This design comes from an exercise in tuning for a short achievable clock period and few clock cycles on the open sky130 flow, not from production work. Only simulation tests tie the RTL to the original design; equivalence was not proved. No activity file was given, so power comes from the tool's default toggle rates.

==> design/flow/design.v <==
module processor_verilog (
    input  wire        clk,
    input  wire        reset,
    output wire [15:0] rom_addr,
    input  wire [31:0] rom_data,
    output wire        out_valid,
    output wire [15:0] out_data,
    output wire        halted
);
    reg [15:0] regs [0:15];
    reg [15:0] ram  [0:255];
    reg  [3:0] flags;             
    reg        halted_r;
    reg        out_valid_r;
    reg [15:0] out_data_r;
    reg [15:0] fa;                
    reg        rflag;             
    reg [15:0] res;
    reg        arr_i;             
    reg [15:0] arr_pc;
    reg [15:0] arr_pn;            
    reg [15:0] arr_po;            
    reg        arr_pt;            
    reg        arr_d;             
    reg  [1:0] qc;
    reg [31:0] q0_ir, q1_ir;
    reg [15:0] q0_pc, q1_pc, q0_pn, q1_pn, q0_po, q1_po;
    reg        q0_pt, q1_pt;
    reg        ev;
    reg [31:0] ir;
    reg [15:0] pce, pne, poe;
    reg        pte;
    reg        pend;
    reg        wpend;
    reg  [7:0] rdst;
    reg [15:0] rdr;
    reg  [1:0] mst;
    reg [15:0] ma, mb;
    reg [16:0] ms, mc;
    reg        vst;
    reg [15:0] vreg;
    localparam NB = 4;
    reg [15:0] bt_tag [0:NB-1];
    reg [15:0] bt_tgt [0:NB-1];
    reg [15:0] bt_off [0:NB-1];
    reg        bt_v   [0:NB-1];
    reg  [1:0] bt_ptr;
    wire [7:0]  h     = ir[31:24];
    wire [3:0]  k     = ir[27:24];
    wire [3:0]  rd    = ir[19:16];
    wire [15:0] opnd  = ir[15:0];
    wire [7:0]  ra    = ir[7:0];
    wire is_halt = (ir[31:16] == 16'h0000);
    wire is_alu  = (h[7:4] == 4'h1);
    wire is_mul  = is_alu && (k == 4'h8);
    wire is_out_r  = (h == 8'h22);
    wire is_out_m  = (h == 8'h42);
    wire is_st_imm = (h == 8'h41);
    wire is_ld_rom = (h == 8'h31);
    wire is_ld_ind = (h == 8'h32);
    wire is_ld_reg = (h == 8'h92);
    wire is_st_reg = (h == 8'h91);
    wire is_jf   = (h[7:4] == 4'hF);
    wire is_j7   = (h[7:4] == 4'h7);
    wire is_jmp  = is_jf || is_j7;
    wire is_rom  = is_ld_rom || is_ld_ind;
    wire uses_ra = is_out_m || is_st_imm || is_st_reg || is_ld_reg || is_j7;
    wire [15:0] a  = regs[ir[3:0]];
    wire [15:0] b  = regs[ir[11:8]];
    wire [15:0] dv = regs[rd];
    wire [15:0] ram_a = ram[ra];
    wire [15:0] ram_b = ram[ir[23:16]];
    reg cond;
    always @* begin
        case (k)
            4'd0, 4'd5: cond = 1'b1;
            4'd1, 4'd6: cond = flags[0];
            4'd2, 4'd7: cond = flags[1];
            4'd3, 4'd8: cond = flags[2];
            4'd4, 4'd9: cond = flags[3];
            default:    cond = 1'b0;
        endcase
    end
    wire taken = is_jmp && cond;
    wire rel   = (k >= 4'd5);
    wire [15:0] jv = is_j7 ? vreg : opnd;
    wire [15:0] pc1 = pce + 16'd1;
    wire [15:0] tgt_rel = pce + jv;
    wire [15:0] target = taken ? (rel ? tgt_rel : jv) : pc1;
    wire pred_ok = taken ? (pte ? (rel ? (poe == jv) : (pne == jv))
                                : (rel ? (jv == 16'd1) : (jv == pc1)))
                         : !pte;
    wire haz     = pend && (is_rom || (uses_ra && (ra == rdst)));
    wire mulwait = is_mul && (mst != 2'd2);
    wire v7wait  = is_j7 && cond && !vst;
    wire stall   = haz || mulwait || v7wait;
    wire fire    = ev && !stall && !halted_r;
    wire redirect = fire && !pred_ok;
    wire halting  = fire && is_halt;
    wire dreq     = fire && is_rom;
    wire [16:0] mres = ms + mc;
    reg  [16:0] r;
    always @* begin
        case (k)
            4'd0: r = {1'b0, a} + {1'b0, b};
            4'd1: r = {1'b0, a} - {1'b0, b};
            4'd2: r = {1'b0, a & b};
            4'd3: r = {1'b0, a | b};
            4'd4: r = {1'b0, a ^ b};
            4'd5: r = {1'b1, ~a};
            4'd6: r = {a, 1'b0};
            4'd7: r = {2'b00, a[15:1]};
            4'd8: r = mres;
            default: r = 17'd0;
        endcase
    end
    wire [3:0] alu_flags;
    assign alu_flags[0] = (r[15:0] == 16'd0);
    assign alu_flags[1] = r[16];
    assign alu_flags[2] = r[15];
    assign alu_flags[3] = (a[15] == b[15]) && (r[15] != a[15]);
    function [33:0] csa;   
        input [16:0] x, y, z;
        csa = {((x & y) | (x & z) | (y & z)) << 1, x ^ y ^ z};
    endfunction
    reg [16:0] l0 [0:15];
    reg [16:0] l1 [0:10];
    reg [16:0] l2 [0:7];
    reg [16:0] l3 [0:5];
    reg [16:0] l4 [0:3];
    reg [16:0] l5 [0:2];
    reg [16:0] l6 [0:1];
    integer j;
    always @* begin
        for (j = 0; j < 16; j = j + 1) l0[j] = mb[j] ? ({1'b0, ma} << j) : 17'd0;
        for (j = 0; j < 5; j = j + 1) {l1[2*j+1], l1[2*j]} = csa(l0[3*j], l0[3*j+1], l0[3*j+2]);
        l1[10] = l0[15];
        for (j = 0; j < 3; j = j + 1) {l2[2*j+1], l2[2*j]} = csa(l1[3*j], l1[3*j+1], l1[3*j+2]);
        l2[6] = l1[9];
        l2[7] = l1[10];
        for (j = 0; j < 2; j = j + 1) {l3[2*j+1], l3[2*j]} = csa(l2[3*j], l2[3*j+1], l2[3*j+2]);
        l3[4] = l2[6];
        l3[5] = l2[7];
        for (j = 0; j < 2; j = j + 1) {l4[2*j+1], l4[2*j]} = csa(l3[3*j], l3[3*j+1], l3[3*j+2]);
        {l5[1], l5[0]} = csa(l4[0], l4[1], l4[2]);
        l5[2] = l4[3];
        {l6[1], l6[0]} = csa(l5[0], l5[1], l5[2]);
    end
    reg        bhit;
    reg [15:0] btgt, boff;
    integer bi;
    always @* begin
        bhit = 1'b0;
        btgt = 16'd0;
        boff = 16'd0;
        for (bi = 0; bi < NB; bi = bi + 1) begin
            if (bt_v[bi] && bt_tag[bi] == fa) begin
                bhit = 1'b1;
                btgt = bt_tgt[bi];
                boff = bt_off[bi];
            end
        end
    end
    wire [15:0] pred = bhit ? btgt : fa + 16'd1;
    wire can_issue = !rflag && !halted_r && !halting && !redirect &&
                     (qc == 2'd0 || (qc == 2'd1 && !arr_i));
    always @(posedge clk) begin
        if (reset) begin
            fa     <= {15'd0, fa == 16'd0};
            arr_i  <= (fa == 16'd0);
            arr_pc <= 16'd0;
            arr_pn <= 16'd1;
            arr_po <= 16'd1;
            arr_pt <= 1'b0;
            arr_d  <= 1'b0;
            rflag  <= 1'b0;
        end else begin
            arr_i  <= can_issue;
            arr_pc <= fa;
            arr_pn <= pred;
            arr_po <= boff;
            arr_pt <= bhit;
            arr_d  <= rflag;
            if (halting || halted_r) begin
                fa    <= 16'd0;
                rflag <= 1'b0;
            end else if (redirect) begin
                fa    <= target;
                rflag <= 1'b0;
            end else if (dreq) begin
                fa    <= is_ld_rom ? opnd : ram_b;
                res   <= can_issue ? pred : fa;
                rflag <= 1'b1;
            end else if (rflag) begin
                fa    <= res;
                rflag <= 1'b0;
            end else if (can_issue) begin
                fa    <= pred;
            end
        end
    end
    reg        bmatch;
    reg  [1:0] bmi;
    always @* begin
        bmatch = 1'b0;
        bmi = bt_ptr;
        for (bi = 0; bi < NB; bi = bi + 1) begin
            if (bt_v[bi] && bt_tag[bi] == pce) begin
                bmatch = 1'b1;
                bmi = bi[1:0];
            end
        end
    end
    always @(posedge clk) begin
        if (reset) begin
            for (bi = 0; bi < NB; bi = bi + 1) bt_v[bi] <= 1'b0;
            bt_ptr <= 2'd0;
        end else if (redirect) begin
            if (taken) begin
                bt_v[bmi]   <= 1'b1;
                bt_tag[bmi] <= pce;
                bt_tgt[bmi] <= target;
                bt_off[bmi] <= target - pce;
                if (!bmatch) bt_ptr <= bt_ptr + 2'd1;
            end else if (bmatch) begin
                bt_v[bmi] <= 1'b0;
            end
        end
    end
    wire take = !ev || fire;
    always @(posedge clk) begin
        if (reset || redirect || halting || halted_r) begin
            ev <= 1'b0;
            qc <= 2'd0;
        end else if (take) begin
            if (qc == 2'd0) begin
                ev  <= arr_i;
                ir  <= rom_data;
                pce <= arr_pc; pne <= arr_pn; poe <= arr_po; pte <= arr_pt;
            end else begin
                ev  <= 1'b1;
                ir  <= q0_ir;
                pce <= q0_pc; pne <= q0_pn; poe <= q0_po; pte <= q0_pt;
                if (qc == 2'd1) begin
                    q0_ir <= rom_data;
                    q0_pc <= arr_pc; q0_pn <= arr_pn; q0_po <= arr_po; q0_pt <= arr_pt;
                    qc <= arr_i ? 2'd1 : 2'd0;
                end else begin
                    q0_ir <= q1_ir;
                    q0_pc <= q1_pc; q0_pn <= q1_pn; q0_po <= q1_po; q0_pt <= q1_pt;
                    q1_ir <= rom_data;
                    q1_pc <= arr_pc; q1_pn <= arr_pn; q1_po <= arr_po; q1_pt <= arr_pt;
                    qc <= arr_i ? 2'd2 : 2'd1;
                end
            end
        end else if (arr_i) begin
            if (qc == 2'd0) begin
                q0_ir <= rom_data;
                q0_pc <= arr_pc; q0_pn <= arr_pn; q0_po <= arr_po; q0_pt <= arr_pt;
            end else begin
                q1_ir <= rom_data;
                q1_pc <= arr_pc; q1_pn <= arr_pn; q1_po <= arr_po; q1_pt <= arr_pt;
            end
            qc <= qc + 2'd1;
        end
    end
    wire reg_we = fire && (is_alu || is_ld_reg);
    wire [15:0] reg_wd = is_alu ? r[15:0] : ram_a;
    integer ri;
    always @(posedge clk) begin
        if (reset) begin
            for (ri = 0; ri < 16; ri = ri + 1) regs[ri] <= 16'd0;
            flags <= 4'b0001;
        end else begin
            if (reg_we) regs[rd] <= reg_wd;
            if (fire && is_alu) flags <= alu_flags;
        end
    end
    wire        ram_we = fire && (is_st_imm || is_st_reg);
    wire [15:0] ram_wd = is_st_imm ? opnd : dv;
    integer wi;
    always @(posedge clk) begin
        for (wi = 0; wi < 256; wi = wi + 1) begin
            if (ram_we && ra == wi[7:0]) ram[wi] <= ram_wd;
            else if (wpend && rdst == wi[7:0]) ram[wi] <= rdr;
        end
    end
    always @(posedge clk) begin
        if (reset) begin
            pend  <= 1'b0;
            wpend <= 1'b0;
        end else begin
            if (dreq) begin
                pend <= 1'b1;
                rdst <= is_ld_rom ? ir[23:16] : ra;
            end
            if (arr_d) begin
                rdr   <= rom_data[15:0];
                wpend <= 1'b1;
            end
            if (wpend) begin
                wpend <= 1'b0;
                pend  <= 1'b0;
            end
        end
    end
    always @(posedge clk) begin
        if (reset) begin
            mst <= 2'd0;
            vst <= 1'b0;
        end else begin
            if (ev && is_mul && !halted_r) begin
                case (mst)
                    2'd0: begin ma <= a; mb <= b; mst <= 2'd1; end
                    2'd1: begin ms <= l6[0]; mc <= l6[1]; mst <= 2'd2; end
                    default: mst <= 2'd0;
                endcase
            end
            if (ev && v7wait && !haz && !halted_r) begin
                vreg <= ram_a;
                vst  <= 1'b1;
            end else if (fire) begin
                vst <= 1'b0;
            end
        end
    end
    always @(posedge clk) begin
        if (reset) begin
            out_valid_r <= 1'b0;
            halted_r    <= 1'b0;
        end else begin
            out_valid_r <= fire && (is_out_r || is_out_m);
            if (fire) out_data_r <= is_out_r ? dv : ram_a;
            if (halting) halted_r <= 1'b1;
        end
    end
    assign rom_addr  = fa;
    assign out_valid = out_valid_r;
    assign out_data  = out_data_r;
    assign halted    = halted_r;
endmodule
==> design/flow/run.sh <==
#!/bin/bash
# synth_recipe.tcl (not shown) runs the flow's synth.tcl, then flattens the netlist and writes it again
# the make line also repeats each setting of config.mk as NAME=value (left out here)
make -C /OpenROAD-flow-scripts/flow DESIGN_CONFIG=/design/flow/config.mk WORK_HOME=/design/flow/orfs CLKGATE_MAP_FILE= SYNTH_SCRIPT=/design/flow/synth_recipe.tcl finish
==> design/flow/config.mk <==
export PLATFORM = sky130hd
export DESIGN_NAME = processor_verilog
export DESIGN_NICKNAME = processor_verilog
export VERILOG_FILES = /design/flow/design.v
export SDC_FILE = /design/flow/constraint.sdc
export NUM_CORES = 4
export LEC_CHECK = 0
export ABC_CLOCK_PERIOD_IN_PS = 3000
export CAP_MARGIN = 20
export CORE_MARGIN = 2
export CORE_UTILIZATION = 40
export PLACE_DENSITY = 0.6
export SLEW_MARGIN = 20
==> design/flow/constraint.sdc <==
create_clock -name core_clock -period 12.0 [get_ports {clk}]
set_input_delay 2.4000 -clock core_clock [delete_from_list [all_inputs] [get_ports {clk}]]
set_output_delay 2.4000 -clock core_clock [all_outputs]
set_load 0.01 [all_outputs]
==> notes.md <==
cells in the mapped netlist, types with 52 or more instances:
master | count | area (sq um)
sky130_fd_sc_hd__buf_2 | 362 | 1810
sky130_fd_sc_hd__buf_1 | 420 | 1580
sky130_fd_sc_hd__mux4_2 | 237 | 5340
sky130_fd_sc_hd__a32oi_1 | 176 | 1540
sky130_fd_sc_hd__o21bai_1 | 60 | 450
sky130_fd_sc_hd__a22oi_1 | 2643 | 19800
sky130_fd_sc_hd__a32o_1 | 52 | 521
sky130_fd_sc_hd__a221oi_1 | 281 | 2460
sky130_fd_sc_hd__and3_1 | 64 | 400
sky130_fd_sc_hd__nor3_1 | 269 | 1350
sky130_fd_sc_hd__a222oi_1 | 146 | 1460
sky130_fd_sc_hd__xor2_1 | 77 | 674
sky130_fd_sc_hd__o22ai_1 | 359 | 2250
sky130_fd_sc_hd__ha_1 | 128 | 1600
sky130_fd_sc_hd__a211oi_1 | 55 | 413
sky130_fd_sc_hd__edfxtp_1 | 4922 | 148000
sky130_fd_sc_hd__nor4_1 | 209 | 1310
sky130_fd_sc_hd__mux2i_1 | 269 | 2690
sky130_fd_sc_hd__nand4_1 | 342 | 2140
sky130_fd_sc_hd__a31oi_1 | 91 | 569
sky130_fd_sc_hd__mux2_2 | 208 | 2340
sky130_fd_sc_hd__inv_1 | 184 | 691
sky130_fd_sc_hd__o32ai_1 | 64 | 561
sky130_fd_sc_hd__nand3_1 | 270 | 1350
sky130_fd_sc_hd__o21ai_0 | 3865 | 19300
sky130_fd_sc_hd__a21oi_1 | 1238 | 6200
sky130_fd_sc_hd__xnor2_1 | 185 | 1620
sky130_fd_sc_hd__nor2b_1 | 52 | 325
sky130_fd_sc_hd__fa_1 | 101 | 2020
sky130_fd_sc_hd__o211ai_1 | 63 | 473
sky130_fd_sc_hd__a22o_1 | 370 | 3240
sky130_fd_sc_hd__nor2_1 | 1901 | 7140
sky130_fd_sc_hd__and2_1 | 142 | 888
sky130_fd_sc_hd__clkbuf_1 | 2138 | 8030
sky130_fd_sc_hd__dfxtp_1 | 96 | 1920
sky130_fd_sc_hd__nand2_1 | 4450 | 16700
logic make-up after synthesis:
logic type	after synthesis	share of synthesized area, %
XOR/XNOR	262	0.831
multiplexers	734	3.87
AND/OR/NAND/NOR	8066	12.6
buffers and inverters	3184	4.64
adder cells (fa/ha/maj)	229	1.31
AO/OA/AOI/OAI	9799	22.6
flip-flops	5018	54.2
metal layers:
layer	overflow	track usage (%)
met3	16831	106
met4	12573	110
met1	33345	116
met2	78436	152
met5	1792	94.7
per-stage QoR:
step	cell area (sq um)	cells	power, mW	setup WS, ns
3_5_place_dp	305000	36150	51.1	3.89
2_1_floorplan	276000	27292	31.5	2.29
3_3_place_gp	302000	35976	51.0	0.178
4_1_cts	323000	37189	69.1	3.89
worst max path at each step:
stage | cells after the start | to | start | slack (ns)
floorplan | 6 | q1_ir[0] | reset | 2.29
global placement | 15 | regs[0][9] | ir[2] | 0.18
detailed placement | 14 | regs[8][9] | ir[2] | 3.89
CTS | 16 | regs[2][2] | ir[2] | 3.89
power groups by stage:
stage                     logic (mW)  clock network, mW  registers, mW
after floorplan                 11.2                  0           20.3
after global placement          30.4                  0           20.6
after detailed placement        30.5                  0           20.6
after CTS                       30.6               18.2           20.2
==> notes.md <==
The run stopped with a tool error. The stage where the flow stopped is global routing (5_1_grt). The tool reported: "[ERROR GRT-0116] Global routing finished with congestion. Check the congestion regions in the DRC Viewer". The vertical die dimension is around 830 microns. The sequential cell area fraction in the yosys report is between 50% and 60%. Of all flip-flops after synthesis, the portion carrying an async set or reset was 0%. The count of flip-flops with a built-in enable after synthesis is ~5000. The via count of the first global-routing pass came out at 358534.

The total half-perimeter wirelength after legalization and detailed placement came out at roughly 3100000 microns. Among all flip-flop cells after synthesis, the most frequent one is sky130_fd_sc_hd__edfxtp_1. The post-CTS setup repair buffer count is 0. The global placement routability congestion came out at 2.24.

The x dimension of the die came out at between 800 and 900 microns. CTS saw 5018 sinks. The H-tree was split into 6 levels.

The post-synth net total came out at 27555. The count of yosys warnings during synthesis is 9. The effective utilization at floorplan is 40.1%. The cell area after technology mapping came out at between 0.2 and 0.3 sq mm. The number of distinct library cells after synthesis is between 100 and 150. The number of top-level pins came out at about 70. The per-instance average area after synthesis is between 10 and 15 sq um. In the global route stage, overall resource usage came out at 123%. In this run the deepest clock path goes through 4 buffers. The number of hold-repair buffers added at the cts stage is 0. The number of rows in the core area is ~310.

The cell count after synthesis came out at 27292. The cell sitting at the root of the clock tree is a sky130_fd_sc_hd__clkbuf_16. The synthesized design contains 5018 register bits. The first-pass GRT wire length came out at between 5000000 and 6000000 microns. Entering global routing, the biggest net connects between 100 and 150 pins. The total clock buffers created by CTS is between 500 and 600.

The number of gates resized after CTS came out at 0. The port buffer count is 67. The total congestion overflow after global routing came out at between 100k and 150k.
Testbench counts, summed over its fixed seeds: cycles 123,096.
